What follows belongs to an exercise in optimizing a design on an open flow for small area, a short achievable clock period and few clock cycles; a production flow would make more cautious choices. Only simulation tests tie the RTL to the original design; equivalence was not proved. Power and IR drop assume default switching activity.

**config.mk**
```make
export PLATFORM = sky130hd
export DESIGN_NAME = top
export DESIGN_NICKNAME = top
export VERILOG_FILES = /design/flow/design.v
export SDC_FILE = /design/flow/constraint.sdc
export NUM_CORES = 8
export LEC_CHECK = 0
export CAP_MARGIN = 20
export CORE_MARGIN = 2
export CORE_UTILIZATION = 40
export SLEW_MARGIN = 20
```
**constraint.sdc**
```tcl
create_clock -name core_clock -period 10.0 [get_ports {clk}]
set_input_delay 2.0000 -clock core_clock [delete_from_list [all_inputs] [get_ports {clk}]]
set_output_delay 2.0000 -clock core_clock [all_outputs]
set_load 0.01 [all_outputs]
```
**design.v**
```verilog
module regfile(
    input wire clk,
    input wire rst_n,
    input wire we,               
    input wire [4:0] wa,
    input wire [31:0] wd,
    input wire [4:0] ra1,
    output wire [31:0] rd1,
    input wire [4:0] ra2,
    output wire [31:0] rd2,
    output wire [31:0] r31       
);
reg [31:0] rf [0:31];
reg [31:0] vld;
integer i;
always @(posedge clk) begin
    for (i = 1; i < 32; i = i + 1)
        if (we && wa == i) rf[i] <= wd;
end
always @(posedge clk or negedge rst_n) begin
    if (!rst_n) vld <= 32'b0;
    else if (we) vld[wa] <= (wa != 5'd0);
end
reg [31:0] rd1_r, rd2_r;
integer j;
always @(*) begin
    rd1_r = 32'b0;
    rd2_r = 32'b0;
    for (j = 1; j < 32; j = j + 1) begin
        rd1_r = rd1_r | ({32{vld[j] && ra1 == j}} & rf[j]);
        rd2_r = rd2_r | ({32{vld[j] && ra2 == j}} & rf[j]);
    end
end
assign rd1 = rd1_r;
assign rd2 = rd2_r;
assign r31 = vld[31] ? rf[31] : 32'b0;
endmodule
module hilo(
    input wire clk,
    input wire rst_n,
    input wire start_mul,
    input wire start_div,
    input wire [31:0] a,         
    input wire [31:0] b,         
    output wire [31:0] mf_hi,    
    output wire [31:0] mf_lo,    
    output wire dset,            
    output wire [31:0] sh_in,
    output wire [4:0] sh_amt,
    input wire [31:0] sh_out,
    output wire busy,
    output wire busy_next
);
localparam IDLE = 2'd0, MUL = 2'd1, DSET = 2'd2, DIV = 2'd3;
reg [32:0] hi;                
reg [32:0] hc;                
reg cin;                      
reg hi_cs;                    
reg [31:0] lo;
reg neg_hi, neg_lo;
reg [1:0] st;
reg [4:0] cnt;
reg [32:0] dv;               
reg dset_q;                  
reg hl_v;                    
reg [5:0] za_r, zb_r;        
reg za_c, zb_c;              
wire [5:0] za = za_r - {5'b0, za_c};      
wire [5:0] zb = zb_r - {5'b0, zb_c};      
assign busy = (st != IDLE);
assign busy_next = (st == IDLE) ? (start_mul | start_div) :
                   (st == MUL) ? (cnt[1:0] != 2'd3) :
                   (st == DSET) ? (zb != 6'd32 && zb >= za) :
                   (cnt != 5'd0);
function [5:0] clz;
    input [31:0] x;
    integer k;
    reg found;
    begin
        clz = 6'd32;
        found = 1'b0;
        for (k = 31; k >= 0; k = k - 1)
            if (!found && x[k]) begin
                clz = 31 - k;
                found = 1'b1;
            end
    end
endfunction
function clz_cor;
    input [31:0] x;
    begin
        clz_cor = x[31] & ~|({1'b0, ~x[31:1]} & x);
    end
endfunction
reg [3:0] b_one, b_two, b_neg;
function [11:0] booth_dec;       
    input [7:0] x;
    input xl;
    reg [8:0] y;
    integer j;
    begin
        y = {x, xl};
        for (j = 0; j < 4; j = j + 1) begin
            booth_dec[j] = y[2*j] ^ y[2*j+1];
            booth_dec[4+j] = (~y[2*j+2] & y[2*j+1] & y[2*j]) | (y[2*j+2] & ~y[2*j+1] & ~y[2*j]);
            booth_dec[8+j] = y[2*j+2];
        end
    end
endfunction
wire [40:0] r0 = {8'b0, hi};
wire [40:0] r5 = {8'b0, hc};
wire [40:0] r6 = {2'b0, 1'b1, 1'b0, 1'b1, 1'b0, 1'b1, 1'b0, 1'b1, 25'b0,
                  b_neg[3], 1'b0, b_neg[2], 1'b0, b_neg[1], 1'b0, b_neg[0]};
wire [40:0] r1, r2, r3, r4;
genvar k;
generate
    for (k = 0; k < 4; k = k + 1) begin : booth
        wire [33:0] mag = ({34{b_one[k]}} & {dv[31], dv[31], dv[31:0]}) | ({34{b_two[k]}} & {dv[31], dv[31:0], 1'b0});
        wire [33:0] row = mag ^ {34{b_neg[k]}};
        wire [40:0] ext = {7'b0, ~row[33], row[32:0]} << (2 * k);
        if (k == 0) assign r1 = ext;
        if (k == 1) assign r2 = ext;
        if (k == 2) assign r3 = ext;
        if (k == 3) assign r4 = ext;
    end
endgenerate
wire [40:0] se = r0 ^ r5 ^ r6;
wire [40:0] ce = {(r0[39:0] & r5[39:0]) | (r0[39:0] & r6[39:0]) | (r5[39:0] & r6[39:0]), cin};
wire [40:0] s1 = r1 ^ r2 ^ r3;
wire [40:0] c1 = {(r1[39:0] & r2[39:0]) | (r1[39:0] & r3[39:0]) | (r2[39:0] & r3[39:0]), 1'b0};
wire [40:0] s2 = r4 ^ se ^ ce;
wire [40:0] c2 = {(r4[39:0] & se[39:0]) | (r4[39:0] & ce[39:0]) | (se[39:0] & ce[39:0]), 1'b0};
wire [40:0] s3 = s1 ^ c1 ^ s2;
wire [40:0] c3 = {(s1[39:0] & c1[39:0]) | (s1[39:0] & s2[39:0]) | (c1[39:0] & s2[39:0]), 1'b0};
wire [40:0] s5 = s3 ^ c3 ^ c2;
wire [40:0] c5 = {(s3[39:0] & c3[39:0]) | (s3[39:0] & c2[39:0]) | (c3[39:0] & c2[39:0]), 1'b0};
wire [8:0] lowb = {1'b0, s5[7:0]} + {1'b0, c5[7:0]};
wire [31:0] n1 = (hi_cs ? hi[31:0] : ~hi[31:0]) + (hi_cs ? hc[31:0] : 32'd0) + {31'b0, hi_cs ? cin : 1'b1};
wire [31:0] n2 = 32'd0 - lo;
assign mf_hi = {32{hl_v}} & ((hi_cs | neg_hi) ? n1 : hi[31:0]);
assign mf_lo = {32{hl_v}} & (neg_lo ? n2 : lo);
wire [5:0] sh = zb - za;
reg bneg;                                
assign dset = dset_q;
assign sh_in = dv[31:0];
assign sh_amt = sh[4:0];
wire [31:0] dv_al = sh_out;
wire [33:0] diff = {2'b0, hi[31:0]} + {dv[32], dv} + {33'b0, ~bneg};
wire ge = ~diff[33];
always @(posedge clk or negedge rst_n) begin
    if (!rst_n) begin
        st <= IDLE;
        dset_q <= 1'b0;
        hl_v <= 1'b0;
    end else begin
        dset_q <= (st == IDLE) & ~start_mul & start_div;
        case (st)
        IDLE: begin
            if (start_mul) begin
                hl_v <= 1'b1;
                st <= MUL;
            end else if (start_div) begin
                hl_v <= 1'b1;
                st <= DSET;
            end
        end
        MUL: if (cnt[1:0] == 2'd3) st <= IDLE;
        DSET: begin
            if (zb == 6'd32 || zb < za) st <= IDLE;
            else st <= DIV;
        end
        DIV: if (cnt == 5'd0) st <= IDLE;
        endcase
    end
end
always @(posedge clk) begin
    case (st)
    IDLE: begin
        if (start_mul) begin
            hi <= {1'b1, 32'b0};
            hc <= 33'b0;
            cin <= 1'b0;
            hi_cs <= 1'b1;
            lo <= b;
            neg_hi <= 1'b0;
            neg_lo <= 1'b0;
            cnt <= 5'd0;
            {b_neg, b_two, b_one} <= booth_dec(b[7:0], 1'b0);
            dv <= {a[31], a};
        end else if (start_div) begin
            hi <= {1'b0, a};
            hi_cs <= 1'b0;
            neg_hi <= a[31];
            neg_lo <= a[31] ^ b[31];
            bneg <= b[31];
            dv <= {b[31], b};
        end
        za_r <= clz(a[31] ? ~a : a);
        za_c <= clz_cor(a);
        zb_r <= clz(b[31] ? ~b : b);
        zb_c <= clz_cor(b);
    end
    MUL: begin
        hi <= s5[40:8];
        hc <= c5[40:8];
        cin <= lowb[8];
        lo <= {lowb[7:0], lo[31:8]};
        {b_neg, b_two, b_one} <= booth_dec(lo[15:8], lo[7]);
        cnt <= cnt + 5'd1;
    end
    DSET: begin
        hi <= {1'b0, mf_hi};
        if (zb == 6'd32) lo <= 32'hffffffff;     
        else lo <= 32'b0;
        cnt <= sh[4:0];
        dv <= {bneg, dv_al} ^ {33{~bneg}};    
    end
    DIV: begin
        if (ge) hi <= {1'b0, diff[31:0]};
        lo <= {lo[30:0], ge};
        cnt <= cnt - 5'd1;
        dv <= {dv[32], dv[32:1]};
    end
    endcase
end
endmodule
module top(
    input wire clk,
    input wire rst_n,
    output wire [31:0] iaddr,
    output wire ice,
    input wire [31:0] inst,
    output wire dce,
    output wire [31:0] daddr,
    output wire [3:0] we,
    output wire [31:0] din,
    input wire [31:0] dm
);
reg [31:0] pc_f;             
reg        kill_d;           
reg [31:0] e_a;              
reg [31:0] e_b;              
reg [31:0] e_alt;            
reg [4:0]  e_dest;
reg        e_wreg;
reg        e_add, e_sub, e_slt, e_sltu, e_and, e_or, e_sll, e_lui, e_jal;
reg        e_mfhi, e_mflo, e_mult, e_div;
reg        e_beq, e_bne, e_jr, e_pred;
reg        e_load, e_lb, e_store, e_sb;
reg        e_imm;            
reg        fa_m, fa_w, fa_x, fa_r, fb_m, fb_w, fb_x, fb_r;
reg        ob_m, ob_w, ob_x, ob_r, ob_i;      
reg [31:0] m_res;
reg [4:0]  m_dest;
reg        m_wreg, m_load, m_lb, m_dce;
reg [3:0]  m_we;
reg [31:0] m_din;
reg [31:0] w_res;
reg [4:0]  w_dest;
reg        w_wreg, w_load, w_lb;
reg [31:0] x_val;
reg [4:0]  x_dest;
reg        x_wreg;
wire stall;
wire redirect;
wire [31:0] w_val;             
wire [31:0] redirect_pc;
wire [31:0] pc_f4 = pc_f + 32'd4;
assign iaddr = pc_f;
assign ice = ~stall;
wire [31:0] ir = {inst[7:0], inst[15:8], inst[23:16], inst[31:24]};
wire [5:0]  op = ir[31:26];
wire [4:0]  rs = ir[25:21];
wire [4:0]  rt = ir[20:16];
wire [4:0]  rd = ir[15:11];
wire [5:0]  fn = ir[5:0];
wire [15:0] imm = ir[15:0];
wire rtype   = (op == 6'h00);
wire i_sll   = rtype & (fn == 6'h00);
wire i_jr    = rtype & (fn == 6'h08);
wire i_mfhi  = rtype & (fn == 6'h10);
wire i_mflo  = rtype & (fn == 6'h12);
wire i_mult  = rtype & (fn == 6'h18);
wire i_div   = rtype & (fn == 6'h1a);
wire i_add   = rtype & (fn == 6'h20);
wire i_subu  = rtype & (fn == 6'h23);
wire i_and   = rtype & (fn == 6'h24);
wire i_slt   = rtype & (fn == 6'h2a);
wire i_j     = (op == 6'h02);
wire i_jal   = (op == 6'h03);
wire i_beq   = (op == 6'h04);
wire i_bne   = (op == 6'h05);
wire i_addiu = (op == 6'h09);
wire i_sltiu = (op == 6'h0b);
wire i_ori   = (op == 6'h0d);
wire i_lui   = (op == 6'h0f);
wire i_lb    = (op == 6'h20);
wire i_lw    = (op == 6'h23);
wire i_sb    = (op == 6'h28);
wire i_sw    = (op == 6'h2b);
wire d_valid = ~kill_d;
wire use_rs = i_add | i_subu | i_slt | i_and | i_mult | i_div | i_jr |
              i_ori | i_addiu | i_sltiu | i_lb | i_lw | i_sb | i_sw | i_beq | i_bne;
wire use_rt = i_add | i_subu | i_slt | i_and | i_sll | i_mult | i_div |
              i_sb | i_sw | i_beq | i_bne;
wire wr_rd  = i_add | i_subu | i_slt | i_and | i_sll | i_mfhi | i_mflo;
wire wr_rt  = i_ori | i_lui | i_addiu | i_sltiu | i_lb | i_lw;
wire [4:0] d_dest = i_jal ? 5'd31 : wr_rt ? rt : rd;
wire d_wreg = (wr_rd | wr_rt | i_jal) & (d_dest != 5'd0);
wire [4:0] d_rsn = (d_valid & use_rs) ? rs : 5'd0;
wire d_imm = i_addiu | i_sltiu | i_ori | i_lb | i_lw | i_sb | i_sw;
wire [4:0] d_rtn = (d_valid & use_rt) ? rt : 5'd0;
wire [31:0] rd1, rd2, r31;
wire [31:0] btarget = pc_f4 + {{14{imm[15]}}, imm, 2'b00};     
wire pred_b  = (i_beq | i_bne) & imm[15];
wire pred_jr = i_jr & (rs == 5'd31);
wire take_d  = d_valid & (i_j | i_jal | pred_jr | pred_b);
wire [31:0] d_target = pred_jr ? r31 :
                       pred_b ? btarget :
                       {pc_f[31:28], ir[25:0], 2'b00};
regfile regfile(
    .clk(clk),
    .rst_n(rst_n),
    .we(w_wreg),
    .wa(w_dest),
    .wd(w_val),
    .ra1(rs),
    .rd1(rd1),
    .ra2(rt),
    .rd2(rd2),
    .r31(r31)
);
wire e_go = e_wreg & ~stall;             
wire nfa_m = e_go & (e_dest == d_rsn);
wire nfa_w = m_wreg & (m_dest == d_rsn);
wire nfa_x = w_wreg & (w_dest == d_rsn);
wire nfb_m = e_go & (e_dest == d_rtn);
wire nfb_w = m_wreg & (m_dest == d_rtn);
wire nfb_x = w_wreg & (w_dest == d_rtn);
wire nhz = (nfa_m & e_load) | (~nfa_m & nfa_w & m_load) |
           (nfb_m & e_load) | (~nfb_m & nfb_w & m_load);
wire [31:0] fa = ({32{fa_m}} & m_res) | ({32{fa_w}} & w_res) | ({32{fa_x}} & x_val) | ({32{fa_r}} & e_a);
wire [31:0] fb = ({32{fb_m}} & m_res) | ({32{fb_w}} & w_res) | ({32{fb_x}} & x_val) | ({32{fb_r}} & e_b);
wire md_busy, md_busy_next;
wire md_op = e_mfhi | e_mflo | e_mult | e_div;
reg stall_r;
assign stall = stall_r;
wire d_mdop = d_valid & (i_mfhi | i_mflo | i_mult | i_div);
wire md_start_div = e_div & ~stall & ~md_busy;
wire nstall = (stall ? ((fa_m | fb_m) & m_load) : nhz) |
              (md_start_div & (stall ? e_sll : d_valid & i_sll)) |
              ((stall ? md_op : d_mdop) & md_busy_next);
wire [31:0] opb = ({32{ob_m}} & m_res) | ({32{ob_w}} & w_res) | ({32{ob_x}} & x_val) |
                  ({32{ob_r}} & e_b) | ({32{ob_i}} & e_alt);
wire sub = e_sub | e_slt | e_sltu;
wire [33:0] sum2 = {1'b0, fa, 1'b1} + {1'b0, sub ? ~opb : opb, sub};
wire [32:0] sum = sum2[33:1];
wire lt_s = (fa[31] ^ opb[31]) ? fa[31] : sum[31];
wire lt_u = ~sum[32];
wire md_dset;
wire [31:0] md_sh_in;
wire [4:0] md_sh_amt;
wire [31:0] shl = (md_dset ? md_sh_in : fb) << (md_dset ? md_sh_amt : e_alt[10:6]);
wire [31:0] mf_hi, mf_lo;
wire mf = e_mfhi | e_mflo;
wire [31:0] mfres = e_mfhi ? mf_hi : mf_lo;
wire [31:0] e_res = ({32{e_add | e_sub}} & sum[31:0]) |
                    {31'b0, (e_slt & lt_s) | (e_sltu & lt_u)} |
                    ({32{e_and}} & (fa & opb)) |
                    ({32{e_or}} & (fa | opb)) |
                    ({32{e_sll}} & shl) |
                    ({32{e_lui | e_jal}} & e_alt) |
                    ({32{mf}} & mfres);
wire eq = (fa == fb);
wire taken = (e_beq & eq) | (e_bne & ~eq);
wire br_mis = (e_beq | e_bne) & (taken ^ e_pred);
wire jr_mis = e_jr & (~e_pred | (e_alt != fa));
assign redirect = ~stall & (br_mis | jr_mis);
assign redirect_pc = e_jr ? fa : e_alt;
hilo hilo_reg(
    .clk(clk),
    .rst_n(rst_n),
    .start_mul(e_mult & ~stall),
    .start_div(e_div & ~stall),
    .a(fa),
    .b(fb),
    .mf_hi(mf_hi),
    .mf_lo(mf_lo),
    .dset(md_dset),
    .sh_in(md_sh_in),
    .sh_amt(md_sh_amt),
    .sh_out(shl),
    .busy(md_busy),
    .busy_next(md_busy_next)
);
wire [7:0] lbyte = (w_res[1:0] == 2'd0) ? dm[31:24] :
                   (w_res[1:0] == 2'd1) ? dm[23:16] :
                   (w_res[1:0] == 2'd2) ? dm[15:8] : dm[7:0];
wire [31:0] ldval = w_lb ? {{24{lbyte[7]}}, lbyte} :
                    {dm[7:0], dm[15:8], dm[23:16], dm[31:24]};
assign w_val = w_load ? ldval : w_res;
assign dce = m_dce;
assign daddr = m_res;
assign we = m_we;
assign din = m_din;
always @(posedge clk or negedge rst_n) begin
    if (!rst_n) stall_r <= 1'b0;
    else stall_r <= nstall;
end
always @(posedge clk or negedge rst_n) begin
    if (!rst_n) begin
        pc_f <= 32'b0;
        kill_d <= 1'b0;
    end else if (!stall) begin
        pc_f <= redirect ? redirect_pc : take_d ? d_target : pc_f4;
        kill_d <= redirect;
    end
end
always @(posedge clk or negedge rst_n) begin
    if (!rst_n) begin
        fa_m <= 1'b0; fa_w <= 1'b0; fa_x <= 1'b0; fa_r <= 1'b1;
        fb_m <= 1'b0; fb_w <= 1'b0; fb_x <= 1'b0; fb_r <= 1'b1;
        ob_m <= 1'b0; ob_w <= 1'b0; ob_x <= 1'b0; ob_r <= 1'b1; ob_i <= 1'b0;
    end else if (stall) begin
        fa_m <= 1'b0; fa_w <= fa_m; fa_x <= fa_w; fa_r <= ~fa_m & ~fa_w;
        fb_m <= 1'b0; fb_w <= fb_m; fb_x <= fb_w; fb_r <= ~fb_m & ~fb_w;
        ob_m <= 1'b0; ob_w <= ob_m; ob_x <= ob_w; ob_r <= ~ob_m & ~ob_w & ~ob_i;
    end else begin
        fa_m <= nfa_m;
        fa_w <= ~nfa_m & nfa_w;
        fa_x <= ~nfa_m & ~nfa_w & nfa_x;
        fa_r <= ~nfa_m & ~nfa_w & ~nfa_x;
        fb_m <= nfb_m;
        fb_w <= ~nfb_m & nfb_w;
        fb_x <= ~nfb_m & ~nfb_w & nfb_x;
        fb_r <= ~nfb_m & ~nfb_w & ~nfb_x;
        ob_m <= ~d_imm & nfb_m;
        ob_w <= ~d_imm & ~nfb_m & nfb_w;
        ob_x <= ~d_imm & ~nfb_m & ~nfb_w & nfb_x;
        ob_r <= ~d_imm & ~nfb_m & ~nfb_w & ~nfb_x;
        ob_i <= d_imm;
    end
end
always @(posedge clk or negedge rst_n) begin
    if (!rst_n) begin
        e_dest <= 5'd0; e_wreg <= 1'b0;
        e_add <= 1'b0; e_sub <= 1'b0; e_slt <= 1'b0; e_sltu <= 1'b0;
        e_and <= 1'b0; e_or <= 1'b0; e_sll <= 1'b0; e_lui <= 1'b0; e_jal <= 1'b0;
        e_mfhi <= 1'b0; e_mflo <= 1'b0; e_mult <= 1'b0; e_div <= 1'b0;
        e_beq <= 1'b0; e_bne <= 1'b0; e_jr <= 1'b0; e_pred <= 1'b0;
        e_load <= 1'b0; e_lb <= 1'b0; e_store <= 1'b0; e_sb <= 1'b0;
        e_imm <= 1'b0;
    end else if (!stall) begin
        e_dest <= d_dest;
        e_wreg <= d_valid & d_wreg;
        e_add <= d_valid & (i_add | i_addiu | i_lb | i_lw | i_sb | i_sw);
        e_sub <= d_valid & i_subu;
        e_slt <= d_valid & i_slt;
        e_sltu <= d_valid & i_sltiu;
        e_and <= d_valid & i_and;
        e_or <= d_valid & i_ori;
        e_sll <= d_valid & i_sll;
        e_lui <= d_valid & i_lui;
        e_jal <= d_valid & i_jal;
        e_mfhi <= d_valid & i_mfhi;
        e_mflo <= d_valid & i_mflo;
        e_mult <= d_valid & i_mult;
        e_div <= d_valid & i_div;
        e_beq <= d_valid & i_beq;
        e_bne <= d_valid & i_bne;
        e_jr <= d_valid & i_jr;
        e_pred <= pred_jr | pred_b;
        e_load <= d_valid & (i_lb | i_lw);
        e_lb <= i_lb;
        e_store <= d_valid & (i_sb | i_sw);
        e_sb <= i_sb;
        e_imm <= d_imm;
    end
end
always @(posedge clk) begin
    if (stall) begin
        e_a <= fa;
        e_b <= fb;
    end else begin
        e_a <= rd1;
        e_b <= rd2;
        e_alt <= i_jal ? pc_f4 :
                 (i_beq | i_bne) ? (pred_b ? pc_f4 : btarget) :
                 i_jr ? r31 :
                 i_lui ? {imm, 16'b0} :
                 i_ori ? {16'b0, imm} : {{16{imm[15]}}, imm};
    end
end
always @(posedge clk or negedge rst_n) begin
    if (!rst_n) begin
        m_dest <= 5'd0; m_wreg <= 1'b0; m_load <= 1'b0; m_lb <= 1'b0;
        m_dce <= 1'b0; m_we <= 4'b0;
    end else begin
        m_dest <= e_dest;
        m_wreg <= e_wreg & ~stall;
        m_load <= e_load & ~stall;
        m_lb <= e_lb;
        m_dce <= (e_load | e_store) & ~stall;
        m_we <= (e_store & ~stall) ? (e_sb ? (4'b1000 >> sum[1:0]) : 4'b1111) : 4'b0000;
    end
end
always @(posedge clk) begin
    m_res <= e_res;
    m_din <= e_sb ? {4{fb[7:0]}} : {fb[7:0], fb[15:8], fb[23:16], fb[31:24]};
end
always @(posedge clk or negedge rst_n) begin
    if (!rst_n) begin
        w_dest <= 5'd0; w_wreg <= 1'b0; w_load <= 1'b0; w_lb <= 1'b0;
        x_dest <= 5'd0; x_wreg <= 1'b0;
    end else begin
        w_dest <= m_dest;
        w_wreg <= m_wreg;
        w_load <= m_load;
        w_lb <= m_lb;
        x_dest <= w_dest;
        x_wreg <= w_wreg;
    end
end
always @(posedge clk) begin
    w_res <= m_res;
    x_val <= w_val;
end
endmodule
```
**flow/run.sh**
```bash
#!/bin/bash
# Standard ORFS layout, with timing repair aiming for extra setup slack and
# no dummy clock loads in the clock tree.  Each ORFS step writes its own log
# under orfs/logs/; make's output goes to flow_make.log.
set -o pipefail
MARGIN=$(cat flow/margin.txt)
bash standard.sh SETUP_SLACK_MARGIN=$MARGIN \
  "CTS_ARGS=-sink_clustering_enable -repair_clock_nets -dont_use_dummy_load" \
  finish > flow_make.log 2>&1
```
**flow/margin.txt**
```
5.75
```
**standard.sh**
```bash
#!/bin/bash
# synth_recipe.tcl (not shown) runs the flow's synth.tcl, then flattens the netlist and writes it again
# the make line also repeats each setting of config.mk as NAME=value (left out here)
make -C /OpenROAD-flow-scripts/flow DESIGN_CONFIG=/design/flow/config.mk WORK_HOME=/design/flow/orfs CLKGATE_MAP_FILE= SYNTH_SCRIPT=/design/flow/synth_recipe.tcl "${@:-finish}"
```
==> run_results.csv, run 1 <==
group,metric,value,unit
synth,yosysMostFrequentCell,"edfxtp_1",
detailed_routing,wl,483,mm
timing,drv_slew,0,
worst_setup_path,arrival,5070,ps
synth,synthTopCellsByArea,"edfxtp_1 41%, a22oi_1 4.5%, dfxtp_1 4.4%",
cells_and_area,drive_above_1_share,0.141,
timing,min_period_over_period,0.431,
synth,yosysSeqAreaShare,0.487,
global_routing,overflow,0,
timing,rsz0062_at_grt,"yes",
synth,postSynthAreaPerCell,10.8,µm²
worst_setup_path,crit_path_max_incr_delay,580,ps
cells_and_area,nets,8602,
synth,synthCells,8144,
worst_setup_path,worstPathRequired,10770,ps
global_routing,antenna_found_initial,35,
worst_hold_path,hold_class,"register to register",
synth,synth_cell_types,101,
clock_tree,clkLatencyLatePin,900,ps
detailed_routing,drtIter0Drc,18200,
global_routing,first_global_vias,77800,
clock_tree,cts.sinks,1512,
pwr,power.density,302,nW/µm²
timing,worst_pin_slew,1260,ps
cells_and_area,regArea,42900,µm²
worst_setup_path,crit_top_cell,"buf_6",
cells_and_area,n_fill_cell,19900,
clock_tree,cts_buffer_depth,3,
global_routing,grt_pass1_wl,645,mm
synth,synth_edf_count,1190,
synth,synthArstFlopShare,0.0860,
cells_and_area,syn2layout_area_growth,14.9,%
timing,slew_headroom,0.160,
global_routing,grt_max_degree,108,
clock_tree,cts_made_buffers,168,
clock_tree,ctsHoldBuffers,0,
placement,hpwlAfterDp,311,mm
floorplan,start_util,0.401,
worst_setup_path,crit_buf_inv,3,
synth,synth.top_cell.area_share,0.406,
worst_setup_path,crit_type,"input port to register",
floorplan,ios,168,
worst_setup_path,crit_family,"simple AND/OR/NAND/NOR gates",
worst_setup_path,crit_slowest_cell,"and3_4",
floorplan,rows,172,
cells_and_area,multi_input_area,44100,µm²
detailed_routing,vias_per_cell,7.61,
detailed_routing,ant_nets,0,
placement,dpl_worst_slack,3880,ps
detailed_routing,via_count,84300,
synth,synth_fp_nets,8554,
synth,ys_ff_latch,1512,
global_routing,track_usage,0.414,
floorplan,die_area,224000,µm²
worst_setup_path,path_cells,"clkdlybuf4s50_1 -> buf_6 -> nor2b_1 -> and2_1 -> and3_4 -> buf_6 -> a22o_1 -> a221oi_1 -> nand4_1 -> nor3_2 -> a21oi_1",
placement,place_congestion,1.05,
clock_tree,cts_root_buf,"clkbuf_16",
timing,setup_ws,5690,ps
timing,fin_crit,4310,ps
detailed_routing,drc,0,
timing,max_freq,0.232,GHz
flow_run,max_cap_violations,0,
placement,io_buffers,167,
detailed_routing,wire_per_inst,43.5,µm
pwr,power.static_leakage,35.7,nW
worst_setup_path,path_max_fanout,17,
worst_setup_path,crit_path_end_kind,"register",
pwr,vdd_drop_max,572,µV
timing,finalSetupViolCount,0,
detailed_routing,dr.pass1.iters,17,
timing,hold_viol,0,
synth,dominantRegCellSynth,"edfxtp_1",
clock_tree,cts_tree,"built",
clock_tree,path_clk_slew,60,ps
worst_setup_path,start_kind,"input port",
clock_tree,cts_htree_levels,4,
floorplan,die_h,473,µm
synth,syn_area,87900,µm²
synth,synth_common_cells,"1190 x edfxtp_1, 591 x clkbuf_1, 529 x a21oi_1",
outcome,status,"complete, no violations",
floorplan,die_w,473,µm
synth,synth_area_leader_cell,"edfxtp_1",
synth,ys_warn_count,4,
timing,final.setup.tns,0,ps
floorplan,core_area,219000,µm²
timing,skew,85.4,ps
cell usage in the layout, fill, tap and decap left out, types with 138 or more instances in the layout:
cell type / count
inv_1: 157
clkbuf_16: 175
a22o_1: 387
a22oi_1: 508
ha_1: 180
nand2_1: 436
dfxtp_1: 190
nor2_1: 402
nand4_1: 166
buf_4: 333
a21oi_1: 479
clkdlybuf4s50_1: 138
o21ai_0: 251
a221oi_1: 380
nand3_1: 178
xnor2_1: 351
nor3_1: 160
edfxtp_1: 1190
power breakdown:
part	internal [W]	total [W]	switching [W]	leakage, nW
Combinational	0.00665	0.0166	0.00996	19.2
Clock	0.00292	0.00536	0.00244	2.07
Sequential	0.00763	0.00854	0.000911	14.4
Total	0.0172	0.0305	0.0133	35.7
final timing paths:
kind | startpoint | to | slack (ps) | depth (start not counted)
max | inst[10] | e_b[26] | 5690 | 11
min | m_lb | w_lb | 360 | 0
max reg2reg | fb_x | pc_f[12] | 5740 | 12
min reg2reg | m_lb | w_lb | 360 | 0
max in group asynchronous | rst_n | pc_f[11] | 7380 | 2
min in group asynchronous | rst_n | regfile.vld[7] | 1210 | 1
timing repair:
action | CTS | global route
resized for setup | 309 | 244
setup endpoints to repair | 241 | 193
endpoints found under the hold margin | 0 | 0
buffers inserted | 47 | 63
pin swaps | 33 | 77
gates cloned | 6 | 8
cell families after synthesis:
family / synth area share
AO/OA/AOI/OAI: 0.241
XOR/XNOR: 0.0480
adder cells (fa/ha/maj): 0.0608
buffers and inverters: 0.0400
flip-flops: 0.487
multiplexers: 0.0180
AND/OR/NAND/NOR: 0.105
cell type report:
type	count	area share
sequential	1512	0.424
inverter	183	0.00720
timing repair buffer	588	0.0543
clock buffer	168	0.0416
tap	2871	0.0356
multi-input combinational	5738	0.436
timing repair inverter	1	0.0000495
antenna	24	0.000594
per-layer routing:
| layer | global-route usage | up-vias | wire [µm] |
|---|---|---|---|
| li1 | - | 32000 | - |
| met1 | 0.484 | 41000 | 160000 |
| met2 | 0.588 | 8599 | 195000 |
| met3 | 0.181 | 2717 | 75600 |
| met4 | 0.327 | 28 | 51600 |
| met5 | 0.0199 | - | 684 |
registers in the layout, summed over array words and instances, names as in the netlist, 6 cells and up:
name           count
regfile.rf       992
hilo_reg.dv       33
hilo_reg.hi       33
e_a               32
e_alt             32
e_b               32
hilo_reg.hc       32
hilo_reg.lo       32
m_din             32
m_res             32
pc_f              32
w_res             32
x_val             32
regfile.vld       31
hilo_reg.za_r      6
hilo_reg.zb_r      6
stage by stage:
step                area [µm²]   util  total power, W  std cells  hold WS, ps
CTS                      99200  0.453          0.0295      11000          362
floorplan                88200      -          0.0179       8144          331
detailed placement       93400  0.426          0.0237      10800          346
finish                  101000  0.461          0.0305      11100          358
global route            101000  0.461          0.0318      11100          378
global placement         93400  0.426          0.0236      10800          342
Testbench counts, summed over its fixed seeds: cycles 42,920.
==> run 2, diff against run 1 <==
--- a/design.v
+++ b/design.v
@@ -314,3 +314,4 @@
 wire [31:0] btarget = pc_f4 + {{14{imm[15]}}, imm, 2'b00};     
-wire pred_b  = (i_beq | i_bne) & imm[15];
+wire same_reg = (rs == rt);
+wire pred_b  = (i_beq & (same_reg | imm[15])) | (i_bne & ~same_reg & imm[15]);
 wire pred_jr = i_jr & (rs == 5'd31);
@@ -487,3 +488,3 @@
         e_alt <= i_jal ? pc_f4 :
-                 (i_beq | i_bne) ? (pred_b ? pc_f4 : btarget) :
+                 (i_beq | i_bne) ? (imm[15] ? pc_f4 : btarget) :    
                  i_jr ? r31 :
==> flow/margin.txt (replaced) <==
6
==> run 2 against run 1 <==
  * Critical path depth fell by 1
  * Synthesized area rose by 1.1%
  * Clock skew rose by 12 ps
  * Combinational power barely moved
  * Sequential power barely moved
  * Wire length rose by 6.7%
  * Via count rose by 3.7%
  * Critical path type unchanged
  * Highest routed layer unchanged
==> run_results.csv, run 2 <==
group,metric,value,unit
outcome,status,"complete, no violations",
pwr,power.density,288,nW/µm²
synth,synth_area_leader_cell,"edfxtp_1",
detailed_routing,drc,0,
clock_tree,cts_root_buf,"clkbuf_16",
cells_and_area,largest_reg_flops,992,
timing,drv_slew,0,
cells_and_area,layout_commonest_cell,"edfxtp_1",
global_routing,grt_pass1_wl,679,mm
synth,synth_cell_types,91,
synth,postSynthAreaPerCell,10.7,µm²
worst_setup_path,rr_startpoint,"ob_x",
clock_tree,path_clk_slew,60,ps
detailed_routing,wl_met3,78.9,mm
flow_run,max_cap_violations,0,
synth,yosysSeqAreaShare,0.482,
synth,synth_edf_count,1190,
clock_tree,clkLatencyLatePin,890,ps
floorplan,core_area,222000,µm²
timing,slew_headroom,0.203,
floorplan,die_w,475,µm
timing,finalSetupViolCount,0,
synth,yosysMostFrequentCell,"edfxtp_1",
timing,skew,97.4,ps
cells_and_area,largestRegisters,"regfile.rf x992, hilo_reg.dv x33, hilo_reg.hi x33",
detailed_routing,dr.pass1.iters,17,
timing,setup_ws,5620,ps
placement,io_buffers,167,
pwr,p_seq_frac,0.278,
pwr,sw_frac_of_total,0.427,
detailed_routing,ant_nets,0,
placement,place_congestion,1.07,
worst_hold_path,min-delay-start,"m_lb",
worst_setup_path,path_max_fanout,32,
detailed_routing,drtIter0Drc,19200,
pwr,internal_power,0.0176,W
global_routing,overflow,0,
worst_setup_path,worstPathRequired,10690,ps
cells_and_area,fin_area,106000,µm²
worst_hold_path,hold_class,"register to register",
pwr,power_frac_clock,0.178,
timing,hold_slack,370,ps
detailed_routing,dr_wl_met2,208,mm
pwr,switchingPower,0.0131,W
detailed_routing,wire_per_inst,44.5,µm
global_routing,track_usage,0.436,
timing,hold_viol,0,
synth,synthTopCellsByArea,"edfxtp_1 40%, a22oi_1 4.8%, dfxtp_1 4.3%",
cells_and_area,regMostFlops,"regfile.rf",
cells_and_area,drive_above_1_share,0.190,
global_routing,grt_max_degree,82,
global_routing,first_global_vias,80300,
timing,max_freq,0.228,GHz
worst_setup_path,arrival,5070,ps
worst_setup_path,reg2reg_slack,5810,ps
timing,worst_pin_slew,1200,ps
timing,fin_crit,4380,ps
detailed_routing,wl_met1,170,mm
clock_tree,cts_buffer_depth,3,
worst_setup_path,worstReg2RegEnd,"m_res[29]",
pwr,power.static_leakage,38.0,nW
cells_and_area,n_fill_cell,20000,
cells_and_area,nets,8981,
placement,place_area,94800,µm²
detailed_routing,top_layer,"met5",
clock_tree,cts.sinks,1512,
synth,synthCells,8325,
synth,synth_fp_nets,8735,
clock_tree,cts_tree,"built",
worst_hold_path,min_path_cells,0,
floorplan,die_area,226000,µm²
synth,synth.top_cell.area_share,0.402,
floorplan,rows,173,
worst_setup_path,start_kind,"input port",
pwr,vdd_drop_max,546,µV
placement,hpwlAfterDp,328,mm
floorplan,die_h,475,µm
worst_setup_path,crit_type,"input port to register",
detailed_routing,vias_per_cell,7.55,
clock_tree,cts_htree_levels,4,
global_routing,antenna_found_initial,37,
placement,dpl_worst_slack,3640,ps
cells_and_area,syn2layout_area_growth,19.8,%
synth,syn_area,88900,µm²
synth,ys_warn_count,4,
clock_tree,cts_made_buffers,170,
synth,dominantRegCellSynth,"edfxtp_1",
floorplan,ios,168,
detailed_routing,via_count,87400,
timing,min_period_over_period,0.438,
pwr,pwr-share-comb,0.544,
floorplan,start_util,0.401,
synth,synthArstFlopShare,0.0860,
clock_tree,ctsHoldBuffers,0,
synth,synth_common_cells,"1190 x edfxtp_1, 626 x clkbuf_1, 566 x a22oi_1",
cells_and_area,layout_common_cells,"1190 x edfxtp_1, 530 x a22oi_1, 497 x nand2_1, 463 x buf_4, 444 x a21oi_1",
worst_hold_path,hold-path-endpoint,"w_lb",
worst_setup_path,crit_path_end_kind,"register",
synth,ys_ff_latch,1512,
pwr,finalPower,0.0307,W
detailed_routing,wl,515,mm
timing,rsz0062_at_grt,"yes",
timing,final.setup.tns,0,ps
worst_setup_path,r2r_cells,14,
-- run 2: cell types whose count changed after synthesis, moves of 26 or more --
cell | before | now
o21ai_0 | 279 | 333
nand2_1 | 450 | 526
a22oi_1 | 524 | 566
a221oi_1 | 388 | 356
xnor2_1 | 373 | 337
a21oi_1 | 529 | 503
clkbuf_1 | 591 | 626
-- run 2: how the worst max path moves through the flow --
stage          slack (ps)   endpoint     start
3_3_place_gp         3640   pc_f[21]   inst[2]
6_report             5620     e_a[0]  inst[13]
4_1_cts              5820     e_a[0]  inst[15]
2_1_floorplan        5660  e_alt[31]  inst[31]
3_5_place_dp         3640   pc_f[21]   inst[2]
5_1_grt              5740     e_a[0]  inst[13]
-- run 2: metal layers --
layer  up-vias  GRT usage
met3      2893      0.184
met5         -     0.0119
met2      8874      0.620
met1     42400      0.508
met4        27      0.360
li1      33200          -
-- run 2: layout make-up --
class	instances	area, µm²	share of cell area
Antenna cell	37	92.6	0.000870
Clock buffer	170	4250	0.0400
Inverter	186	767	0.00720
Multi-Input combinational cell	5905	46700	0.438
Sequential cell	1512	42900	0.403
Tap cell	2975	3720	0.0350
Timing Repair Buffer	796	8050	0.0756
-- run 2: power by group through the flow --
stage	Combinational (W)	Sequential, W	Clock (W)
2_1_floorplan	0.00921	0.00811	0
3_3_place_gp	0.0140	0.00862	0
3_5_place_dp	0.0142	0.00863	0
4_1_cts	0.0155	0.00847	0.00543
5_1_grt	0.0178	0.00855	0.00566
6_report	0.0167	0.00853	0.00548
-- run 2: worst max-delay path, stage by stage --
cell,delay (ps)
clkdlybuf4s50_1,450
buf_12,180
nor3b_4,670
and3_4,310
clkbuf_8,530
a22o_1,240
a221oi_1,50
nand4_1,160
nor3_1,80
a22oi_2,380
-- run 2: cells by family (layout without fill, tap and decap cells) --
logic type	after synthesis	count (layout)	synth area share
flip-flops	1512	1512	0.482
XOR/XNOR	447	447	0.0440
AO/OA/AOI/OAI	2984	2985	0.246
adder cells (fa/ha/maj)	344	344	0.0602
multiplexers	142	144	0.0196
AND/OR/NAND/NOR	1980	1985	0.109
other	0	37	0
buffers and inverters	916	1152	0.0396
-- run 2: timing repair --
| item | 4_1_cts | 5_1_grt |
|---|---|---|
| buffers inserted | 141 | 145 |
| cloned | 17 | 19 |
| gates resized for setup | 674 | 426 |
| endpoints found under the setup margin | 303 | 236 |
| pin swaps | 107 | 131 |
-- run 2: through the flow --
stage / util / instances
final: 0.480 / 11600
after global routing: 0.480 / 11500
after CTS: 0.465 / 11400
after detailed placement: 0.428 / 11100
after global placement: 0.428 / 11100
after floorplan: - / 8325
Testbench counts of run 2, summed over its fixed seeds: cycles 42,645.
==> run 3, diff against run 2 <==
==> flow/margin.txt (replaced) <==
5.75
==> run 3 against run 2 <==
  * Still clean on timing, DRC and antenna
  * Critical path depth stayed put
  * Via count is 2.1% lower
  * Final area is 3.3% lower
  * Utilization is 1.6 points lower
  * Largest cell class unchanged
==> run_results.csv, run 3 <==
group,metric,value,unit
timing,max_freq,0.231,GHz
cells_and_area,largestRegisters,"regfile.rf x992, hilo_reg.dv x33, hilo_reg.hi x33",
pwr,switchingPower,0.0128,W
cells_and_area,regMostFlops,"regfile.rf",
cells_and_area,layout_common_cells,"1190 x edfxtp_1, 535 x a22oi_1, 502 x nand2_1, 453 x a21oi_1, 403 x a22o_1",
synth,dominantRegCellSynth,"edfxtp_1",
synth,yosysSeqAreaShare,0.482,
synth,synth_fp_nets,8735,
placement,io_buffers,167,
worst_hold_path,hold_class,"register to register",
synth,synth_area_leader_cell,"edfxtp_1",
pwr,vdd_drop_max,467,µV
pwr,finalPower,0.0297,W
global_routing,track_usage,0.428,
clock_tree,cts_root_buf,"clkbuf_16",
pwr,internal_power,0.0170,W
synth,synthTopCellsByArea,"edfxtp_1 40%, a22oi_1 4.8%, dfxtp_1 4.3%",
floorplan,core_area,222000,µm²
cells_and_area,drive_above_1_share,0.148,
clock_tree,cts.sinks,1512,
synth,synth_common_cells,"1190 x edfxtp_1, 626 x clkbuf_1, 566 x a22oi_1",
floorplan,die_w,475,µm
synth,postSynthAreaPerCell,10.7,µm²
global_routing,grt_pass1_wl,668,mm
floorplan,start_util,0.401,
cells_and_area,syn2layout_area_growth,15.8,%
synth,yosysMostFrequentCell,"edfxtp_1",
detailed_routing,via_count,85600,
floorplan,rows,173,
cells_and_area,multi_input_area,45300,µm²
timing,fin_crit,4340,ps
timing,finalSetupViolCount,0,
pwr,power_frac_clock,0.182,
timing,min_period_over_period,0.434,
detailed_routing,ant_nets,0,
synth,synthCells,8325,
detailed_routing,drc,0,
global_routing,overflow,0,
floorplan,die_area,226000,µm²
pwr,power.static_leakage,36.4,nW
synth,synth-compound-area-share,0.246,
global_routing,antenna_found_initial,40,
synth,synthAdderAreaFrac,0.0602,
detailed_routing,wl,503,mm
placement,hpwlAfterDp,327,mm
floorplan,die_h,475,µm
synth,syn_area,88900,µm²
worst_setup_path,path_max_fanout,18,
clock_tree,cts_made_buffers,168,
global_routing,first_global_vias,78500,
worst_setup_path,crit_type,"input port to register",
timing,slew_headroom,0.172,
timing,skew,93.3,ps
timing,drv_slew,0,
timing,final.setup.tns,0,ps
flow_run,max_cap_violations,0,
synth,ys_warn_count,4,
synth,synth_mux_area_frac,0.0196,
clock_tree,path_clk_slew,50,ps
detailed_routing,dr.pass1.iters,12,
detailed_routing,vias_per_cell,7.51,
cells_and_area,largest_reg_flops,992,
clock_tree,cts_tree,"built",
synth,synth_cell_types,91,
worst_setup_path,worstPathRequired,10620,ps
worst_setup_path,arrival,4960,ps
synth,ys_ff_latch,1512,
timing,hold_slack,347,ps
placement,dpl_worst_slack,3620,ps
cells_and_area,regArea,42900,µm²
clock_tree,clkLatencyLatePin,850,ps
synth,yosys.area_share.xor_xnor,0.0440,
timing,rsz0062_at_grt,"yes",
pwr,power.density,289,nW/µm²
outcome,status,"complete, no violations",
cells_and_area,layout_commonest_cell,"edfxtp_1",
pwr,pwr-share-comb,0.530,
worst_setup_path,crit_path_end_kind,"register",
synth,synthArstFlopShare,0.0860,
synth,synth.top_cell.area_share,0.402,
cells_and_area,n_fill_cell,20400,
synth,synth_top_family_by_area,"compound AO/OA/AOI/OAI gates",
clock_tree,cts_htree_levels,4,
floorplan,ios,168,
worst_setup_path,start_kind,"input port",
synth,synth_simple_gate_area_frac,0.109,
timing,hold_viol,0,
pwr,sw_frac_of_total,0.429,
detailed_routing,wire_per_inst,44.1,µm
detailed_routing,drtIter0Drc,18100,
placement,place_congestion,1.09,
clock_tree,cts_buffer_depth,3,
timing,setup_ws,5660,ps
synth,synth_edf_count,1190,
timing,worst_pin_slew,1230,ps
pwr,p_seq_frac,0.288,
cells_and_area,nets,8807,
cells_and_area,utilization,0.464,
global_routing,grt_max_degree,93,
-- run 3: cell counts after synthesis --
Identical to the previous run, type by type.
-- run 3: through the flow --
stage               cells  instance area (µm²)
floorplan            8325                89100
global placement    11000                94600
detailed placement  11000                94600
CTS                 11300               101000
global route        11400               103000
finish              11400               103000
-- run 3: path summary, 6_finish.rpt --
| kind | endpoint | slack, ps | startpoint | cells after the start |
|---|---|---|---|---|
| setup / recovery | e_a[4] | 5660 | inst[0] | 10 |
| hold / removal | w_lb | 350 | m_lb | 0 |
| setup reg to reg | m_res[31] | 5680 | ob_w | 15 |
| hold reg to reg | w_lb | 350 | m_lb | 0 |
| max in group asynchronous | pc_f[2] | 7190 | rst_n | 2 |
| min in group asynchronous | regfile.vld[23] | 1170 | rst_n | 1 |
-- run 3: critical path, stage by stage --
cell	delay [ps]
clkdlybuf4s50_1	440
buf_12	180
and3_2	270
and3_4	360
buf_6	330
a22o_1	280
a221oi_1	210
nand4_1	190
nor3_4	530
a21oi_1	100
-- run 3: logic make-up (layout without fill, tap and decap cells) --
kind of cell / Yosys count / in the layout
other cells: 0 / 30
buf+inv: 916 / 983
fa+ha+maj: 344 / 344
compound gates: 2984 / 2984
simple gates: 1980 / 1982
xor+xnor: 447 / 447
flops: 1512 / 1512
mux: 142 / 143
-- run 3: power groups by stage --
stage	Sequential (W)	Clock (W)	Combinational [W]
after floorplan	0.00811	0	0.00917
after global placement	0.00865	0	0.0141
after detailed placement	0.00865	0	0.0141
after CTS	0.00852	0.00539	0.0148
after global routing	0.00858	0.00560	0.0169
final	0.00856	0.00540	0.0158
-- run 3: timing repair --
action	4_1_cts	5_1_grt
resized for setup	362	302
setup buffers	61	76
cloned	6	10
hold buffers	0	0
setup endpoints to repair	349	200
pin swaps	37	97
-- run 3: layout make-up --
class	instances	share of cell area
Sequential cell	1512	0.416
Inverter	186	0.00727
Antenna cell	30	0.000729
Multi-Input combinational cell	5900	0.440
Clock buffer	168	0.0408
Timing Repair Buffer	629	0.0583
Tap cell	2975	0.0362
-- run 3: metal layers --
metal / vias up / wire length [µm] / track usage
met3: 2542 / 75600 / 0.167
met2: 8605 / 204000 / 0.610
li1: 32900 / - / -
met1: 41500 / 170000 / 0.511
met4: 26 / 52500 / 0.342
met5: - / 583 / 0.0136
==> run 4, diff against run 3 <==
==> flow/margin.txt (replaced) <==
5.5
==> run 4 against run 3 <==
  * Wire length shrank 1.0%
  * Utilization is 1.0 points lower
  * Register-to-register slack lost 260 ps
  * Largest power group unchanged
  * Global-route usage fell by 0.42 points
  * Highest routed layer unchanged
  * Synthesized cell count unchanged
  * Critical endpoint is now e_a[2]
  * Clock-buffer cell count is the same
  * Still clean
  * Final cell count is 1.1% lower
==> run_results.csv, run 4 <==
group,metric,value,unit
outcome,status,"complete, no violations",
global_routing,met3_usage,0.155,
clock_tree,cts_made_buffers,168,
cells_and_area,largestRegisters,"regfile.rf x992, hilo_reg.dv x33, hilo_reg.hi x33",
cells_and_area,regArea,42900,µm²
worst_setup_path,crit_type,"input port to register",
detailed_routing,wl,497,mm
pwr,vdd_drop_max,459,µV
floorplan,die_h,475,µm
worst_setup_path,start_kind,"input port",
pwr,switchingPower,0.0127,W
clock_tree,cts_buffer_depth,3,
flow_run,max_cap_violations,0,
timing,hold_slack,367,ps
cells_and_area,layout_commonest_cell,"edfxtp_1",
detailed_routing,drtIter0Drc,17500,
pwr,sw_frac_of_total,0.434,
timing,setup_ws,5260,ps
detailed_routing,wire_per_inst,44.1,µm
synth,synthArstFlopShare,0.0860,
global_routing,grt_max_degree,89,
detailed_routing,via_count,83800,
synth,synth_mux_area_frac,0.0196,
synth,dominantRegCellSynth,"edfxtp_1",
cells_and_area,largest_reg_flops,992,
synth,synth_edf_count,1190,
worst_hold_path,hold_class,"register to register",
synth,synth-compound-area-share,0.246,
timing,min_period_over_period,0.474,
timing,finalSetupViolCount,0,
floorplan,die_area,226000,µm²
detailed_routing,ant_nets,0,
global_routing,grt_util_met2,0.613,
synth,synth_simple_gate_area_frac,0.109,
timing,slew_headroom,0.191,
placement,io_buffers,167,
global_routing,grt_pass1_wl,662,mm
worst_setup_path,crit_path_end_kind,"register",
synth,syn_area,88900,µm²
pwr,power.density,290,nW/µm²
timing,fin_crit,4740,ps
clock_tree,clkLatencyLatePin,890,ps
timing,final.setup.tns,0,ps
cells_and_area,nets,8703,
synth,synth_fp_nets,8735,
timing,max_freq,0.211,GHz
clock_tree,cts_htree_levels,4,
cells_and_area,syn2layout_area_growth,13.2,%
synth,ys_warn_count,4,
synth,postSynthAreaPerCell,10.7,µm²
cells_and_area,instances_no_fill,11300,
timing,rsz0062_at_grt,"yes",
pwr,power.static_leakage,35.5,nW
clock_tree,path_clk_slew,60,ps
detailed_routing,drc,0,
global_routing,busiest_layer,"met2",
synth,yosysMostFrequentCell,"edfxtp_1",
clock_tree,ctsHoldBuffers,0,
global_routing,track_usage,0.424,
global_routing,overflow,0,
synth,synth_area_leader_cell,"edfxtp_1",
global_routing,first_global_vias,78100,
global_routing,antenna_found_initial,40,
synth,synthAdderAreaFrac,0.0602,
floorplan,ios,168,
pwr,pwr-share-comb,0.524,
floorplan,core_area,222000,µm²
clock_tree,cts_tree,"built",
pwr,p_seq_frac,0.291,
worst_setup_path,arrival,5370,ps
timing,worst_pin_slew,1200,ps
pwr,finalPower,0.0292,W
timing,hold_viol,0,
floorplan,rows,173,
pwr,power_frac_clock,0.185,
cells_and_area,n_fill_cell,20500,
placement,dp.cells,11000,
synth,synthTopCellsByArea,"edfxtp_1 40%, a22oi_1 4.8%, dfxtp_1 4.3%",
floorplan,start_util,0.401,
worst_setup_path,path_max_fanout,32,
cells_and_area,drive_above_1_share,0.122,
cells_and_area,layout_common_cells,"1190 x edfxtp_1, 553 x a22oi_1, 516 x nand2_1, 462 x a21oi_1, 402 x a22o_1",
worst_setup_path,worstPathRequired,10630,ps
synth,synth_cell_types,91,
pwr,internal_power,0.0165,W
placement,hpwlAfterDp,325,mm
synth,synth_top_family_by_area,"compound AO/OA/AOI/OAI gates",
synth,yosysSeqAreaShare,0.482,
synth,yosys.area_share.xor_xnor,0.0440,
timing,drv_slew,0,
detailed_routing,vias_per_cell,7.43,
floorplan,die_w,475,µm
detailed_routing,dr.pass1.iters,12,
cells_and_area,regMostFlops,"regfile.rf",
placement,dpl_worst_slack,3740,ps
synth,synthCells,8325,
global_routing,met1_usage,0.506,
cells_and_area,multi_input_area,44500,µm²
placement,place_congestion,1.06,
clock_tree,cts.sinks,1512,
synth,ys_ff_latch,1512,
timing,skew,115,ps
synth,synth.top_cell.area_share,0.402,
clock_tree,cts_root_buf,"clkbuf_16",
synth,synth_common_cells,"1190 x edfxtp_1, 626 x clkbuf_1, 566 x a22oi_1",
-- run 4: cell counts after synthesis --
Identical to the previous run, type by type.
-- run 4: final timing paths --
path | start | end | slack [ps] | depth (start not counted)
min | e_lb | m_lb | 370 | 0
min in group asynchronous | rst_n | regfile.vld[13] | 1240 | 1
max | inst[0] | e_a[2] | 5260 | 10
max reg2reg | fb_r | hilo_reg.dv[20] | 5420 | 10
max in group asynchronous | rst_n | pc_f[8] | 7320 | 2
min reg2reg | e_lb | m_lb | 370 | 0
-- run 4: metal layers --
| layer | share of wire | wire [µm] |
|---|---|---|
| met1 | 0.34 | 169000 |
| met2 | 0.41 | 204000 |
| met3 | 0.14 | 71500 |
| met4 | 0.10 | 51500 |
| met5 | 0.0012 | 578 |
-- run 4: area by class of cell --
type	instances	share of cell area
multi-input cells	5901	0.442
diodes	10	0.000249
clock buffers	168	0.0418
inverters	186	0.00737
repair buffers	524	0.0459
well taps	2975	0.0370
flip-flops and latches	1512	0.426
-- run 4: stage by stage --
step | instance area, µm² | util
2_1_floorplan | 89000 | -
3_3_place_gp | 94500 | 0.426
3_5_place_dp | 94500 | 0.427
4_1_cts | 99600 | 0.449
5_1_grt | 101000 | 0.454
6_report | 101000 | 0.454
-- run 4: power groups by stage --
stage               sequential [W]  combinational [W]  clock (W)
global route               0.00851             0.0163    0.00561
detailed placement         0.00858             0.0145          0
global placement           0.00857             0.0144          0
finish                     0.00849             0.0153    0.00540
CTS                        0.00846             0.0148    0.00540
floorplan                  0.00812            0.00913          0
-- run 4: logic make-up after synthesis --
group | count (synthesis)
mux | 142
flops | 1512
compound gates | 2984
buf+inv | 916
simple gates | 1980
fa+ha+maj | 344
xor+xnor | 447
-- run 4: critical path, cell delays in order --
cell	delay, ps
clkdlybuf4s50_1	460
buf_4	270
and3b_1	280
and3_2	220
buf_4	410
a22o_1	310
a221oi_1	240
nand4_1	150
nor3_1	940
a21oi_1	60
-- run 4: repair_timing --
item	CTS	global route
pin swaps	24	25
setup endpoints to repair	228	186
cloned	1	6
setup buffers	22	25
resized for setup	184	159
==> run 5, diff against run 4 <==
==> flow/margin.txt (replaced) <==
5.75
--- a/config.mk
+++ b/config.mk
@@ -9,3 +9,3 @@
 export CORE_MARGIN = 2
-export CORE_UTILIZATION = 40
+export CORE_UTILIZATION = 30
 export SLEW_MARGIN = 20
==> run 5 against run 4 <==
  * Still clean
  * Total power is 0.78% higher
  * Register-to-register slack gained 140 ps
  * Final area is 3.5% higher
  * Flip-flop and latch count stayed put
  * Sequential share of layout area down 1.4 points
  * Critical path depth up 1
  * Global-route usage down 11 points
  * Utilization fell by 10 points
  * Synthesized area unchanged
  * Hold slack lost 19 ps
  * Critical path type is now register to register
==> run_results.csv, run 5 <==
group,metric,value,unit
synth,yosysSeqAreaShare,0.482,
synth,synth_common_cells,"1190 x edfxtp_1, 626 x clkbuf_1, 566 x a22oi_1",
timing,final.setup.tns,0,ps
synth,syn_area,88900,µm²
cells_and_area,drive_above_1_share,0.149,
timing,finalSetupViolCount,0,
worst_setup_path,path_max_fanout,13,
cells_and_area,nets,8803,
timing,drv_slew,0,
placement,hpwlAfterDp,315,mm
floorplan,start_util,0.302,
worst_setup_path,crit_path_end_kind,"register",
floorplan,ios,168,
detailed_routing,drtIter0Drc,20200,
global_routing,track_usage,0.318,
worst_setup_path,arrival,5110,ps
timing,skew,125,ps
placement,io_buffers,167,
global_routing,grt_util_met2,0.453,
timing,hold_viol,0,
floorplan,die_area,301000,µm²
placement,dpl_worst_slack,3930,ps
detailed_routing,dr.pass1.iters,12,
synth,synth_area_leader_cell,"edfxtp_1",
timing,max_freq,0.225,GHz
clock_tree,cts_buffer_depth,3,
cells_and_area,largestRegisters,"regfile.rf x992, hilo_reg.dv x33, hilo_reg.hi x33",
floorplan,rows,199,
floorplan,die_h,548,µm
floorplan,die_w,548,µm
detailed_routing,wl,506,mm
worst_hold_path,hold_class,"register to register",
detailed_routing,via_count,86900,
floorplan,core_area,294000,µm²
worst_setup_path,start_kind,"register",
cells_and_area,syn2layout_area_growth,17.2,%
synth,synthArstFlopShare,0.0860,
pwr,finalPower,0.0294,W
clock_tree,cts.sinks,1512,
detailed_routing,wire_per_inst,41.0,µm
worst_setup_path,worstReg2RegEnd,"m_res[19]",
timing,slew_headroom,0.168,
synth,ys_ff_latch,1512,
timing,worst_pin_slew,1240,ps
synth,synth.top_cell.area_share,0.402,
worst_setup_path,crit_type,"register to register",
clock_tree,cts_tree,"built",
global_routing,met3_usage,0.142,
global_routing,grt_max_degree,105,
worst_setup_path,reg2reg_slack,5560,ps
timing,setup_ws,5560,ps
worst_setup_path,crit_start,"fb_r",
placement,place_area,95600,µm²
synth,ys_warn_count,4,
global_routing,met1_usage,0.370,
timing,fin_crit,4440,ps
cells_and_area,layout_commonest_cell,"edfxtp_1",
worst_setup_path,rr_startpoint,"fb_r",
clock_tree,clkLatencyLatePin,870,ps
timing,min_period_over_period,0.444,
pwr,vdd_drop_max,489,µV
worst_setup_path,critPathCapture,"m_res[19]",
synth,synthCells,8325,
cells_and_area,largest_reg_flops,992,
clock_tree,cts_root_buf,"clkbuf_16",
global_routing,busiest_layer,"met2",
timing,rsz0062_at_grt,"yes",
clock_tree,path_clk_slew,60,ps
clock_tree,cts_htree_levels,4,
detailed_routing,drc,0,
global_routing,first_global_vias,79600,
worst_setup_path,r2r_cells,11,
pwr,power.density,282,nW/µm²
synth,yosysMostFrequentCell,"edfxtp_1",
global_routing,overflow,0,
synth,synth_edf_count,1190,
synth,synth_cell_types,91,
cells_and_area,layout_common_cells,"1190 x edfxtp_1, 545 x a22oi_1, 504 x nand2_1, 457 x a21oi_1, 400 x a22o_1",
synth,dominantRegCellSynth,"edfxtp_1",
synth,synthTopCellsByArea,"edfxtp_1 40%, a22oi_1 4.8%, dfxtp_1 4.3%",
global_routing,grt_pass1_wl,670,mm
pwr,power.static_leakage,36.4,nW
synth,postSynthAreaPerCell,10.7,µm²
detailed_routing,vias_per_cell,7.04,
cells_and_area,fin_area,104000,µm²
clock_tree,cts_made_buffers,165,
outcome,status,"complete, no violations",
placement,place_congestion,1.06,
flow_run,max_cap_violations,0,
global_routing,antenna_found_initial,44,
clock_tree,ctsHoldBuffers,0,
synth,synth_fp_nets,8735,
worst_setup_path,worstPathRequired,10670,ps
cells_and_area,regMostFlops,"regfile.rf",
detailed_routing,ant_nets,0,
[run 5: worst min path at each step]
stage | startpoint | end | cells past startpoint
after floorplan | m_lb | w_lb | 0
after global placement | m_lb | w_lb | 0
after detailed placement | m_lb | w_lb | 0
after CTS | m_lb | w_lb | 0
after global routing | m_lb | w_lb | 0
final | m_lb | w_lb | 0
[run 5: metrics by stage]
| step | util | std cells | hold WS [ps] |
|---|---|---|---|
| final | 0.354 | 12300 | 347 |
| after global routing | 0.354 | 12300 | 357 |
| after CTS | 0.346 | 12200 | 350 |
| after detailed placement | 0.325 | 12000 | 340 |
| after global placement | 0.325 | 12000 | 348 |
| after floorplan | - | 8325 | 331 |
[run 5: cells by family after synthesis]
logic type / synth area share
mux: 0.0196
fa+ha+maj: 0.0602
compound gates: 0.246
buf+inv: 0.0396
xor+xnor: 0.0440
simple gates: 0.109
flops: 0.482
[run 5: repair_timing]
item	in CTS	in global routing
pin swaps	48	94
gates cloned	11	13
gates resized for setup	359	306
endpoints found under the setup margin	280	209
setup buffers	65	95
[run 5: final cells by class]
cell class	instances	area [µm²]
antenna	28	70.1
multi-input combinational	5903	45300
fill	28900	190000
timing repair buffer	625	6110
clock buffer	165	4130
tap	3919	4900
sequential	1512	42900
inverter	186	771
[run 5: per-layer routing]
layer,share of wire,vias up
met5,0.0011,-
met4,0.11,44
met3,0.16,2857
met2,0.40,9061
met1,0.33,42000
li1,-,32900
[run 5: where the power goes]
group          internal [W]  switching, W  leakage (nW)
clock               0.00287       0.00248          2.03
combinational       0.00637       0.00914          20.0
sequential          0.00760      0.000953          14.4
total                0.0168        0.0126          36.4
[run 5: worst max-delay path, cell delays in order, from the launching register on]
cell	delay [ps]
dfstp_4	570
buf_6	200
a22oi_1	350
nand2_1	330
o21ai_0	810
mux4_2	430
nor2_1	50
a21oi_1	200
a21oi_1	100
a21oi_1	470
o221ai_1	270
a211o_1	460
==> run 6, diff against run 5 <==
==> flow/margin.txt (replaced) <==
5.85
--- a/config.mk
+++ b/config.mk
@@ -9,3 +9,3 @@
 export CORE_MARGIN = 2
-export CORE_UTILIZATION = 30
+export CORE_UTILIZATION = 40
 export SLEW_MARGIN = 20
==> run 6 against run 5 <==
  * Register-to-register slack improved by 90 ps
  * Clock power grew 2%
  * Critical endpoint is now e_a[0]
  * Flip-flop and latch count did not move
  * Wire length grew 3.1%
==> run_results.csv, run 6 <==
group,metric,value,unit
synth,ys_warn_count,4,
detailed_routing,ant_nets,0,
synth,synth-compound-area-share,0.246,
pwr,vdd_drop_max,564,µV
global_routing,grt_max_degree,96,
detailed_routing,via_count,88300,
global_routing,track_usage,0.434,
cells_and_area,drive_above_1_share,0.177,
detailed_routing,vias_per_cell,7.64,
timing,worst_pin_slew,1290,ps
clock_tree,path_clk_slew,60,ps
floorplan,rows,173,
worst_setup_path,arrival,5180,ps
detailed_routing,drtIter0Drc,19200,
synth,synth_fp_nets,8735,
cells_and_area,layout_commonest_cell,"edfxtp_1",
global_routing,grt_pass1_wl,676,mm
placement,place_congestion,1.06,
synth,synth_mux_area_frac,0.0196,
timing,max_freq,0.225,GHz
clock_tree,cts.sinks,1512,
timing,drv_slew,0,
pwr,power_frac_clock,0.178,
synth,synthTopCellsByArea,"edfxtp_1 40%, a22oi_1 4.8%, dfxtp_1 4.3%",
outcome,status,"complete, no violations",
timing,hold_viol,0,
timing,skew,128,ps
timing,rsz0062_at_grt,"yes",
pwr,p_seq_frac,0.283,
cells_and_area,largestRegisters,"regfile.rf x992, hilo_reg.dv x33, hilo_reg.hi x33",
detailed_routing,drc,0,
timing,fin_crit,4440,ps
synth,synth_cell_types,91,
floorplan,die_area,226000,µm²
pwr,sw_frac_of_total,0.429,
synth,postSynthAreaPerCell,10.7,µm²
timing,final.setup.tns,0,ps
cells_and_area,nets,8939,
synth,synthCells,8325,
synth,synth_top_family_by_area,"compound AO/OA/AOI/OAI gates",
synth,ys_ff_latch,1512,
floorplan,ios,168,
placement,io_buffers,167,
worst_setup_path,crit_start,"inst[15]",
worst_hold_path,min-delay-start,"m_lb",
floorplan,die_h,475,µm
global_routing,overflow,0,
clock_tree,cts_buffer_depth,3,
clock_tree,cts_root_buf,"clkbuf_16",
worst_setup_path,path_max_fanout,17,
clock_tree,clkLatencyLatePin,930,ps
worst_setup_path,crit_type,"input port to register",
worst_setup_path,rr_startpoint,"ob_i",
synth,synth_edf_count,1190,
pwr,finalPower,0.0305,W
cells_and_area,regMostFlops,"regfile.rf",
synth,synth_common_cells,"1190 x edfxtp_1, 626 x clkbuf_1, 566 x a22oi_1",
floorplan,die_w,475,µm
clock_tree,cts_tree,"built",
synth,dominantRegCellSynth,"edfxtp_1",
worst_setup_path,start_kind,"input port",
worst_setup_path,worstPathRequired,10730,ps
synth,synth_area_leader_cell,"edfxtp_1",
clock_tree,cts_htree_levels,4,
clock_tree,ctsHoldBuffers,0,
cells_and_area,layout_common_cells,"1190 x edfxtp_1, 516 x a22oi_1, 501 x nand2_1, 453 x a21oi_1, 445 x buf_4",
global_routing,antenna_found_initial,50,
detailed_routing,dr.pass1.iters,16,
synth,synthArstFlopShare,0.0860,
floorplan,core_area,222000,µm²
timing,min_period_over_period,0.444,
floorplan,start_util,0.401,
cells_and_area,syn2layout_area_growth,18.8,%
flow_run,max_cap_violations,0,
synth,syn_area,88900,µm²
synth,synth_simple_gate_area_frac,0.109,
global_routing,first_global_vias,79800,
cells_and_area,utilization,0.476,
pwr,pwr-share-comb,0.539,
timing,slew_headroom,0.140,
pwr,internal_power,0.0174,W
placement,hpwlAfterDp,324,mm
synth,yosysMostFrequentCell,"edfxtp_1",
detailed_routing,wl,522,mm
worst_setup_path,crit_path_end_kind,"register",
detailed_routing,wire_per_inst,45.1,µm
timing,finalSetupViolCount,0,
pwr,power.density,289,nW/µm²
synth,yosysSeqAreaShare,0.482,
worst_hold_path,hold_class,"register to register",
synth,yosys.area_share.xor_xnor,0.0440,
clock_tree,cts_made_buffers,168,
pwr,switchingPower,0.0131,W
synth,synth.top_cell.area_share,0.402,
cells_and_area,largest_reg_flops,992,
synth,synthAdderAreaFrac,0.0602,
pwr,power.static_leakage,37.5,nW
## run 6: cell counts after synthesis
Identical to the previous run, type by type.
## run 6: kinds of logic (layout without fill, tap and decap cells)
family,Yosys count,in the layout
AO/OA/AOI/OAI,2984,2984
flip-flops,1512,1512
buffers and inverters,916,1106
other,0,55
XOR/XNOR,447,447
adder cells (fa/ha/maj),344,344
multiplexers,142,143
AND/OR/NAND/NOR,1980,1991
## run 6: layout make-up
cell class	instances	area [µm²]
timing repair buffer	752	7420
antenna	55	138
multi-input combinational	5909	46400
tap	2975	3720
sequential	1512	42900
clock buffer	168	4200
fill	20300	116000
inverter	186	769
## run 6: worst max-delay path, cell delays in order
cell and delay [ps]:
clkdlybuf4s50_1 470, buf_6 210, nor2b_4 560, buf_6 290
and3_4 650, a22o_1 250, a221oi_1 60, nand3_1 100
nor3_1 60, a22oi_1 500
## run 6: worst paths after layout
| check | endpoint | slack, ps | depth (start not counted) |
|---|---|---|---|
| worst max-delay path | e_a[0] | 5560 | 10 |
| worst min-delay path | w_lb | 340 | 0 |
| worst max register to register | m_res[31] | 5650 | 15 |
| worst min register to register | w_lb | 340 | 0 |
| max in group asynchronous | m_we[1] | 7370 | 2 |
| min in group asynchronous | regfile.vld[5] | 1170 | 1 |
## run 6: power by group through the flow
stage	clock network [W]	registers [W]	logic (W)
floorplan	0	0.00811	0.00919
global placement	0	0.00867	0.0139
detailed placement	0	0.00868	0.0140
CTS	0.00539	0.00855	0.0149
global route	0.00562	0.00864	0.0175
finish	0.00544	0.00863	0.0164
## run 6: what timing repair did
item / CTS / global route
gates resized for setup: 504 / 415
buffers inserted: 111 / 146
setup endpoints to repair: 266 / 204
cloned: 16 / 24
pin swaps: 77 / 171
## run 6: per-stage QoR
stage / cell area [µm²] / hold slack [ps] / setup WS, ps / std cells
6_report: 106000 / 340 / 5560 / 11600
5_1_grt: 105000 / 355 / 5630 / 11500
4_1_cts: 102000 / 341 / 5820 / 11300
3_5_place_dp: 94600 / 347 / 3570 / 11000
3_3_place_gp: 94600 / 341 / 3530 / 11000
2_1_floorplan: 89300 / 331 / 5660 / 8325
## run 6: layer usage
metal	global-route usage	wire (µm)
met5	0.0128	701
met4	0.353	59000
met3	0.196	82400
met2	0.615	209000
met1	0.502	170000

static timing again, ports no longer ideal:
Ports are ideal in the flow. The routed layouts listed here were re-timed in OpenROAD.
Step 1, drivers: a clkbuf_16 drives clk and a buf_2 each remaining input, both assumed.
Step 2 moves the port delays by t, midway between the first and last clock arrival at a register: inputs arrive t later, outputs are due t later. That takes back most of the time a late clock gives input paths.
Slacks: ideal / step 1 / step 2; pairs: ideal / step 1.
run	shift t [ns]	setup WS [ns]	clock arrival spread, ns	slew at the worst register clock pin (ns)
run 1	0.939	5.693 / 5.636 / 4.824	0.103 / 0.103	0.07 / 0.07
run 2	0.939	5.620 / 5.690 / 4.751	0.099 / 0.099	0.07 / 0.07
run 3	0.911	5.663 / 5.656 / 4.821	0.121 / 0.121	0.07 / 0.07
run 4	0.920	5.257 / 5.327 / 4.407	0.126 / 0.126	0.07 / 0.07
run 5	0.904	5.556 / 5.482 / 4.578	0.130 / 0.130	0.07 / 0.07
run 6	0.948	5.556 / 5.615 / 4.667	0.129 / 0.130	0.07 / 0.07
After both steps setup and hold are still met in every run listed. For run 5, which loses most, drivers alone change the setup slack by -0.074 ns; drivers and shift together by -0.978 ns.
